What follows belongs to an exercise in optimizing a design on an open flow for small area and a short achievable clock period; a production flow would make more cautious choices. Only simulation tests tie the RTL to the original design; equivalence was not proved. Power and IR drop assume default switching activity.

==> flow/design.v <==
`timescale 1ns / 1ps
module Datapath(
	input clk,
	input rst,
	input [31:0]instr_in,
	output [31:0]pc_out,
	output MemRead,
	output MemWrite,
	output MemtoReg,
	output [3:0]opcode,
	output regwrite,
	output branchfinal,
	output [4:0]reg1,
	output [4:0]reg2,
	output [3:0]funcode,
	output [31:0]instru,
	output [31:0]doutreg1,
	output [31:0]doutreg2,
	output [31:0]result
    );
	wire [31:0] i = instr_in;
	wire [3:0] op = i[31:28];
	wire op0 = (op == 4'd0);
	wire op1 = (op == 4'd1);
	wire op2 = (op == 4'd2);
	wire op3 = (op == 4'd3);
	wire op4 = (op == 4'd4);
	wire op5 = (op == 4'd5);
	wire op6 = (op == 4'd6);
	wire op8 = (op == 4'd8);
	wire op10 = (op == 4'd10);
	wire op23 = op2 | op3;
	assign instru = i;
	assign opcode = op;
	assign MemRead = op2;
	assign MemWrite = ~op[2] & op[1] & op[0];
	assign MemtoReg = ~op[2] & op[1] & ~op[0];
	assign regwrite = ~op[2] & ~(op[1] & op[0]);
	wire rsel_a = op0 | op1 | op5 | op6;      
	assign reg1 = rsel_a ? i[27:23] : op23 ? i[22:18] : 5'd0;
	assign reg2 = op0 ? i[22:18] : op23 ? i[27:23] : 5'd0;
	assign funcode = op0 ? i[17:14] : (op1 | op6) ? i[6:3] : op4 ? i[11:8] : 4'd0;
	reg [31:0] pc;
	reg carry;
	reg [31:0] rf_v;
	reg [63:0] dm_v;
	wire [1023:0] rf;     
	wire [2047:0] dm;
	assign pc_out = pc;
	function [31:0] rd32;
		input [4:0] a;
		input [1023:0] m;
		reg [511:0] l1;
		reg [255:0] l2;
		reg [127:0] l3;
		reg [63:0] l4;
		integer j;
		begin
			for (j = 0; j < 16; j = j + 1) l1[j*32 +: 32] = a[0] ? m[(2*j+1)*32 +: 32] : m[(2*j)*32 +: 32];
			for (j = 0; j < 8; j = j + 1) l2[j*32 +: 32] = a[1] ? l1[(2*j+1)*32 +: 32] : l1[(2*j)*32 +: 32];
			for (j = 0; j < 4; j = j + 1) l3[j*32 +: 32] = a[2] ? l2[(2*j+1)*32 +: 32] : l2[(2*j)*32 +: 32];
			for (j = 0; j < 2; j = j + 1) l4[j*32 +: 32] = a[3] ? l3[(2*j+1)*32 +: 32] : l3[(2*j)*32 +: 32];
			rd32 = a[4] ? l4[63:32] : l4[31:0];
		end
	endfunction
	wire [4:0] ra = i[27:23];
	wire [4:0] rb = i[22:18];
	wire [31:0] A = rd32(ra, rf) & {32{rf_v[ra]}};
	wire [31:0] B = rd32(rb, rf) & {32{rf_v[rb]}};
	wire [31:0] R0 = rf[31:0] & {32{rf_v[0]}};
	assign doutreg1 = rsel_a ? A : op23 ? B : R0;
	assign doutreg2 = op0 ? B : op23 ? A : R0;
	wire [31:0] imm1 = {{16{i[22]}}, i[22:7]};    
	wire [31:0] imm2 = {{16{i[17]}}, i[17:2]};    
	wire [31:0] imm4 = {{16{i[27]}}, i[27:12]};   
	wire [31:0] extimm = (op1 | op6) ? imm1 : op23 ? imm2 : op4 ? imm4 : 32'd0;
	wire [3:0] f0 = i[17:14];
	wire [3:0] f1 = i[6:3];
	wire fn_add = (op0 & (f0 == 4'd0)) | (op1 & (f1 == 4'd0)) | (~op[2] & ~op0 & ~op1);
	wire fn_neg = (op0 & (f0 == 4'd1)) | (op1 & (f1 == 4'd1));
	wire fn_and = op0 & (f0 == 4'd2);
	wire fn_xor = op0 & (f0 == 4'd3);
	wire fn_shl = (op0 & (f0 == 4'd4)) | (op1 & (f1 == 4'd2));
	wire fn_shr = (op0 & (f0 == 4'd5)) | (op1 & (f1 == 4'd3));
	wire fn_sra = (op0 & (f0 > 4'd5)) | (op1 & (f1 > 4'd3));
	wire fn_sh = fn_shl | fn_shr | fn_sra;
	wire fn_imm = op[2];
	wire [31:0] ax = op23 ? B : (op0 | op1) ? A : R0;
	wire [31:0] ay = op0 ? B : op8 ? R0 : op1 ? imm1 : op23 ? imm2 : 32'd0;
	wire [32:0] sum;
	ks_add32 add0(.a(ax), .b(ay), .s(sum));
	wire [31:0] sb = op0 ? B : imm1;
	wire [31:0] neg = ~sb + 32'd1;
	reg [31:0] a_r;
	integer n;
	always @* for (n = 0; n < 32; n = n + 1) a_r[n] = A[31 - n];
	wire [31:0] s0 = fn_shl ? a_r : A;
	wire fill = fn_sra & A[31];
	wire big = op0 ? (|B[31:5]) : (|i[22:12]);
	wire [31:0] s1 = sb[0] ? {fill, s0[31:1]} : s0;
	wire [31:0] s2 = sb[1] ? {{2{fill}}, s1[31:2]} : s1;
	wire [31:0] s3 = sb[2] ? {{4{fill}}, s2[31:4]} : s2;
	wire [31:0] s4 = sb[3] ? {{8{fill}}, s3[31:8]} : s3;
	wire [31:0] s5 = sb[4] ? {{16{fill}}, s4[31:16]} : s4;
	wire [31:0] s6 = big ? {32{fill}} : s5;
	reg [31:0] s6_r;
	always @* for (n = 0; n < 32; n = n + 1) s6_r[n] = s6[31 - n];
	wire [31:0] shres = fn_shl ? s6_r : s6;
	assign result = ({32{fn_add}} & sum[31:0]) |
	                ({32{fn_neg}} & neg) |
	                ({32{fn_and}} & (A & B)) |
	                ({32{fn_xor}} & (A ^ B)) |
	                ({32{fn_sh}}  & shres) |
	                ({32{fn_imm}} & extimm);
	wire [3:0] bf4 = i[11:8];
	wire [3:0] bf6 = i[6:3];
	assign branchfinal =
		(op4 & ((bf4 == 4'd0) | (bf4 == 4'd1) | ((bf4 == 4'd3) ? ~carry : carry))) |
		op5 |
		(op6 & (((bf6 == 4'd0) & A[31]) | ((bf6 == 4'd1) & (A == 32'd0)) | ((bf6 == 4'd2) & (A != 32'd0))));
	wire [31:0] pc4 = pc + 32'd4;
	wire [5:0] ma = B[5:0];
	wire [5:0] mb = i[7:2];
	wire [5:0] mg = ma & mb;
	wire [5:0] mp = ma | mb;
	wire [5:0] mc;
	assign mc[0] = 1'b0;
	assign mc[1] = mg[0];
	assign mc[2] = mg[1] | (mp[1] & mg[0]);
	assign mc[3] = mg[2] | (mp[2] & mg[1]) | (mp[2] & mp[1] & mg[0]);
	assign mc[4] = mg[3] | (mp[3] & mc[3]);
	assign mc[5] = mg[4] | (mp[4] & mg[3]) | (mp[4] & mp[3] & mc[3]);
	wire [5:0] msum = ma ^ (mb ^ mc);
	wire [5:0] maddr = op[3] ? R0[5:0] : msum;
	wire [7:0] mlo, mhi;
	genvar d;
	generate
		for (d = 0; d < 8; d = d + 1) begin : mdec
			assign mlo[d] = (maddr[2:0] == d);
			assign mhi[d] = (maddr[5:3] == d);
		end
	endgenerate
	wire [31:0] mwd = op[3] ? R0 : A;
	wire mwe = MemWrite;
	reg [31:0] rdata;
	integer k;
	always @* begin
		rdata = 32'd0;
		for (k = 0; k < 64; k = k + 1)
			rdata = rdata | ({32{mhi[k/8] & mlo[k%8] & dm_v[k]}} & dm[k*32 +: 32]);
	end
	wire link = op4 & (bf4 == 4'd1);
	wire rwe = regwrite | link;
	wire [4:0] wa = link ? 5'd31 : (op0 | op1 | op2) ? i[27:23] : 5'd0;
	wire wd_res = ~link & ~op2 & ~op10;
	wire [31:0] wd = ({32{link}} & pc4) | ({32{op2}} & rdata) | ({32{wd_res}} & result);
	always @(posedge clk or posedge rst) begin
		if (rst) begin
			pc <= 32'd0;
			carry <= 1'b0;
			rf_v <= 32'd0;
			dm_v <= 64'd0;
		end else begin
			pc <= branchfinal ? extimm : pc4;
			if (fn_add) carry <= sum[32];
			if (rwe) rf_v[wa] <= 1'b1;
			for (k = 0; k < 64; k = k + 1)
				if (mwe & mhi[k/8] & mlo[k%8]) dm_v[k] <= 1'b1;
		end
	end
	genvar g;
	generate
		for (g = 0; g < 32; g = g + 1) begin : rfw
			reg [31:0] q;
			always @(posedge clk) if (rwe & (wa == g)) q <= wd;
			assign rf[g*32 +: 32] = q;
		end
		for (g = 0; g < 64; g = g + 1) begin : dmw
			reg [31:0] q;
			always @(posedge clk) if (mwe & mhi[g/8] & mlo[g%8]) q <= mwd;
			assign dm[g*32 +: 32] = q;
		end
	endgenerate
endmodule
module ks_add32(
	input [31:0] a,
	input [31:0] b,
	output [32:0] s
    );
	wire [31:0] p0 = a | b;
	wire [31:0] g0 = a & b;
	wire [31:0] g1, p1, g2, p2, g3, p3, g4, p4, g5;
	genvar n;
	generate
		for (n = 0; n < 32; n = n + 1) begin : lv
			if (n == 1) begin
				assign g1[n] = g0[n] | ((p0[n] & a[0]) & b[0]);
				assign p1[n] = p0[n] & p0[n-1];
			end else if (n >= 2) begin
				assign g1[n] = g0[n] | (p0[n] & g0[n-1]);
				assign p1[n] = p0[n] & p0[n-1];
			end else begin
				assign g1[n] = g0[n];
				assign p1[n] = p0[n];
			end
			if (n == 2) begin
				assign g2[n] = g1[n] | ((p1[n] & a[0]) & b[0]);
				assign p2[n] = p1[n] & p1[n-2];
			end else if (n >= 2) begin
				assign g2[n] = g1[n] | (p1[n] & g1[n-2]);
				assign p2[n] = p1[n] & p1[n-2];
			end else begin
				assign g2[n] = g1[n];
				assign p2[n] = p1[n];
			end
			if (n == 4) begin
				assign g3[n] = g2[n] | ((p2[n] & a[0]) & b[0]);
				assign p3[n] = p2[n] & p2[n-4];
			end else if (n >= 4) begin
				assign g3[n] = g2[n] | (p2[n] & g2[n-4]);
				assign p3[n] = p2[n] & p2[n-4];
			end else begin
				assign g3[n] = g2[n];
				assign p3[n] = p2[n];
			end
			if (n == 8) begin
				assign g4[n] = g3[n] | ((p3[n] & a[0]) & b[0]);
				assign p4[n] = p3[n] & p3[n-8];
			end else if (n >= 8) begin
				assign g4[n] = g3[n] | (p3[n] & g3[n-8]);
				assign p4[n] = p3[n] & p3[n-8];
			end else begin
				assign g4[n] = g3[n];
				assign p4[n] = p3[n];
			end
			if (n == 16)
				assign g5[n] = g4[n] | ((p4[n] & a[0]) & b[0]);
			else if (n >= 16)
				assign g5[n] = g4[n] | (p4[n] & g4[n-16]);
			else
				assign g5[n] = g4[n];
		end
	endgenerate
	assign s[0] = a[0] ^ b[0];
	assign s[1] = a[1] ^ (b[1] ^ (a[0] & b[0]));
	assign s[31:2] = a[31:2] ^ (b[31:2] ^ g5[30:1]);
	assign s[32] = g5[31];
endmodule
clock: 16.0 ns
lec_check: 0
cap_margin: 20
core_margin: 2
core_utilization: 30
cts_buf_list: sky130_fd_sc_hd__clkbuf_8 sky130_fd_sc_hd__clkbuf_16
cts_cluster_diameter: 80
cts_cluster_size: 20
place_density: 0.5
setup_slack_margin: 5
slew_margin: 20
standard.sh (not shown) runs the stock make flow with config.mk's settings and CLKGATE_MAP_FILE= SYNTH_SCRIPT=/design/flow/synth_recipe.tcl, a recipe that flattens the netlist after the stock synthesis.
==> flow/flow/run.sh <==
#!/bin/bash
set -euo pipefail
export BUFFER_PORTS_ARGS="-buffer_cell sky130_fd_sc_hd__buf_4"
bash standard.sh > standard_flow.log 2>&1
grep -h "input buffers\|output buffers" orfs/logs/*/Datapath/base/3_3_place_gp.log > port_buffers.log || true
==> next run, changes <==
--- a/flow/design.v
+++ b/flow/design.v
@@ -120,25 +120,5 @@
 		(op6 & (((bf6 == 4'd0) & A[31]) | ((bf6 == 4'd1) & (A == 32'd0)) | ((bf6 == 4'd2) & (A != 32'd0))));
 	wire [31:0] pc4 = pc + 32'd4;
-	wire [5:0] ma = B[5:0];
-	wire [5:0] mb = i[7:2];
-	wire [5:0] mg = ma & mb;
-	wire [5:0] mp = ma | mb;
-	wire [5:0] mc;
-	assign mc[0] = 1'b0;
-	assign mc[1] = mg[0];
-	assign mc[2] = mg[1] | (mp[1] & mg[0]);
-	assign mc[3] = mg[2] | (mp[2] & mg[1]) | (mp[2] & mp[1] & mg[0]);
-	assign mc[4] = mg[3] | (mp[3] & mc[3]);
-	assign mc[5] = mg[4] | (mp[4] & mg[3]) | (mp[4] & mp[3] & mc[3]);
-	wire [5:0] msum = ma ^ (mb ^ mc);
-	wire [5:0] maddr = op[3] ? R0[5:0] : msum;
-	wire [7:0] mlo, mhi;
-	genvar d;
-	generate
-		for (d = 0; d < 8; d = d + 1) begin : mdec
-			assign mlo[d] = (maddr[2:0] == d);
-			assign mhi[d] = (maddr[5:3] == d);
-		end
-	endgenerate
+	wire [5:0] maddr = op[3] ? R0[5:0] : (B[5:0] + i[7:2]);
 	wire [31:0] mwd = op[3] ? R0 : A;
 	wire mwe = MemWrite;
@@ -148,11 +128,11 @@
 		rdata = 32'd0;
 		for (k = 0; k < 64; k = k + 1)
-			rdata = rdata | ({32{mhi[k/8] & mlo[k%8] & dm_v[k]}} & dm[k*32 +: 32]);
+			rdata = rdata | ({32{maddr == k}} & dm[k*32 +: 32]);
+		rdata = rdata & {32{dm_v[maddr]}};
 	end
 	wire link = op4 & (bf4 == 4'd1);
 	wire rwe = regwrite | link;
 	wire [4:0] wa = link ? 5'd31 : (op0 | op1 | op2) ? i[27:23] : 5'd0;
-	wire wd_res = ~link & ~op2 & ~op10;
-	wire [31:0] wd = ({32{link}} & pc4) | ({32{op2}} & rdata) | ({32{wd_res}} & result);
+	wire [31:0] wd = link ? pc4 : op2 ? rdata : op10 ? 32'd0 : result;
 	always @(posedge clk or posedge rst) begin
 		if (rst) begin
@@ -165,6 +145,5 @@
 			if (fn_add) carry <= sum[32];
 			if (rwe) rf_v[wa] <= 1'b1;
-			for (k = 0; k < 64; k = k + 1)
-				if (mwe & mhi[k/8] & mlo[k%8]) dm_v[k] <= 1'b1;
+			if (mwe) dm_v[maddr] <= 1'b1;
 		end
 	end
@@ -178,5 +157,5 @@
 		for (g = 0; g < 64; g = g + 1) begin : dmw
 			reg [31:0] q;
-			always @(posedge clk) if (mwe & mhi[g/8] & mlo[g%8]) q <= mwd;
+			always @(posedge clk) if (mwe & (maddr == g)) q <= mwd;
 			assign dm[g*32 +: 32] = q;
 		end
@@ -194,8 +173,5 @@
 	generate
 		for (n = 0; n < 32; n = n + 1) begin : lv
-			if (n == 1) begin
-				assign g1[n] = g0[n] | ((p0[n] & a[0]) & b[0]);
-				assign p1[n] = p0[n] & p0[n-1];
-			end else if (n >= 2) begin
+			if (n >= 1) begin
 				assign g1[n] = g0[n] | (p0[n] & g0[n-1]);
 				assign p1[n] = p0[n] & p0[n-1];
@@ -204,8 +180,5 @@
 				assign p1[n] = p0[n];
 			end
-			if (n == 2) begin
-				assign g2[n] = g1[n] | ((p1[n] & a[0]) & b[0]);
-				assign p2[n] = p1[n] & p1[n-2];
-			end else if (n >= 2) begin
+			if (n >= 2) begin
 				assign g2[n] = g1[n] | (p1[n] & g1[n-2]);
 				assign p2[n] = p1[n] & p1[n-2];
@@ -214,8 +187,5 @@
 				assign p2[n] = p1[n];
 			end
-			if (n == 4) begin
-				assign g3[n] = g2[n] | ((p2[n] & a[0]) & b[0]);
-				assign p3[n] = p2[n] & p2[n-4];
-			end else if (n >= 4) begin
+			if (n >= 4) begin
 				assign g3[n] = g2[n] | (p2[n] & g2[n-4]);
 				assign p3[n] = p2[n] & p2[n-4];
@@ -224,8 +194,5 @@
 				assign p3[n] = p2[n];
 			end
-			if (n == 8) begin
-				assign g4[n] = g3[n] | ((p3[n] & a[0]) & b[0]);
-				assign p4[n] = p3[n] & p3[n-8];
-			end else if (n >= 8) begin
+			if (n >= 8) begin
 				assign g4[n] = g3[n] | (p3[n] & g3[n-8]);
 				assign p4[n] = p3[n] & p3[n-8];
@@ -234,7 +201,5 @@
 				assign p4[n] = p3[n];
 			end
-			if (n == 16)
-				assign g5[n] = g4[n] | ((p4[n] & a[0]) & b[0]);
-			else if (n >= 16)
+			if (n >= 16)
 				assign g5[n] = g4[n] | (p4[n] & g4[n-16]);
 			else
@@ -243,6 +208,5 @@
 	endgenerate
 	assign s[0] = a[0] ^ b[0];
-	assign s[1] = a[1] ^ (b[1] ^ (a[0] & b[0]));
-	assign s[31:2] = a[31:2] ^ (b[31:2] ^ g5[30:1]);
+	assign s[31:1] = a[31:1] ^ (b[31:1] ^ g5[30:0]);
 	assign s[32] = g5[31];
 endmodule
Effect:
- routed wire length came out higher by 2.8%
- core utilization came out lower by 0.15 points
- sequential power rises by about 0.7%
- register-to-register slack got worse by 0.18 ns
- die area rises by 0.76%

what the ideal ports hide:
Ports are ideal in the flow. The routed layouts listed here were re-timed in OpenROAD.
Step 1, drivers: a clkbuf_16 drives clk and a buf_2 each remaining input, both assumed.
Step 2 times the ports against the registers' clock, not the clock port: input delays grow and output delays shrink by t, the midpoint of the rising clock arrivals with the driver on.
Three values: no drivers, after step 1, after step 2; two values: the first two.
run | t (ns) | slack for setup (ns) | worst hold slack (ns)
the first run | 1.043 | 4.733 / 4.228 / 3.651 | 0.462 / 0.462 / 0.462
the second run | 1.056 | 4.721 / 4.370 / 3.640 | 0.464 / 0.464 / 0.464
After both steps setup and hold are still met in every run listed. For the first run, which loses most, drivers alone change the setup slack by -0.505 ns; drivers and shift together by -1.082 ns.
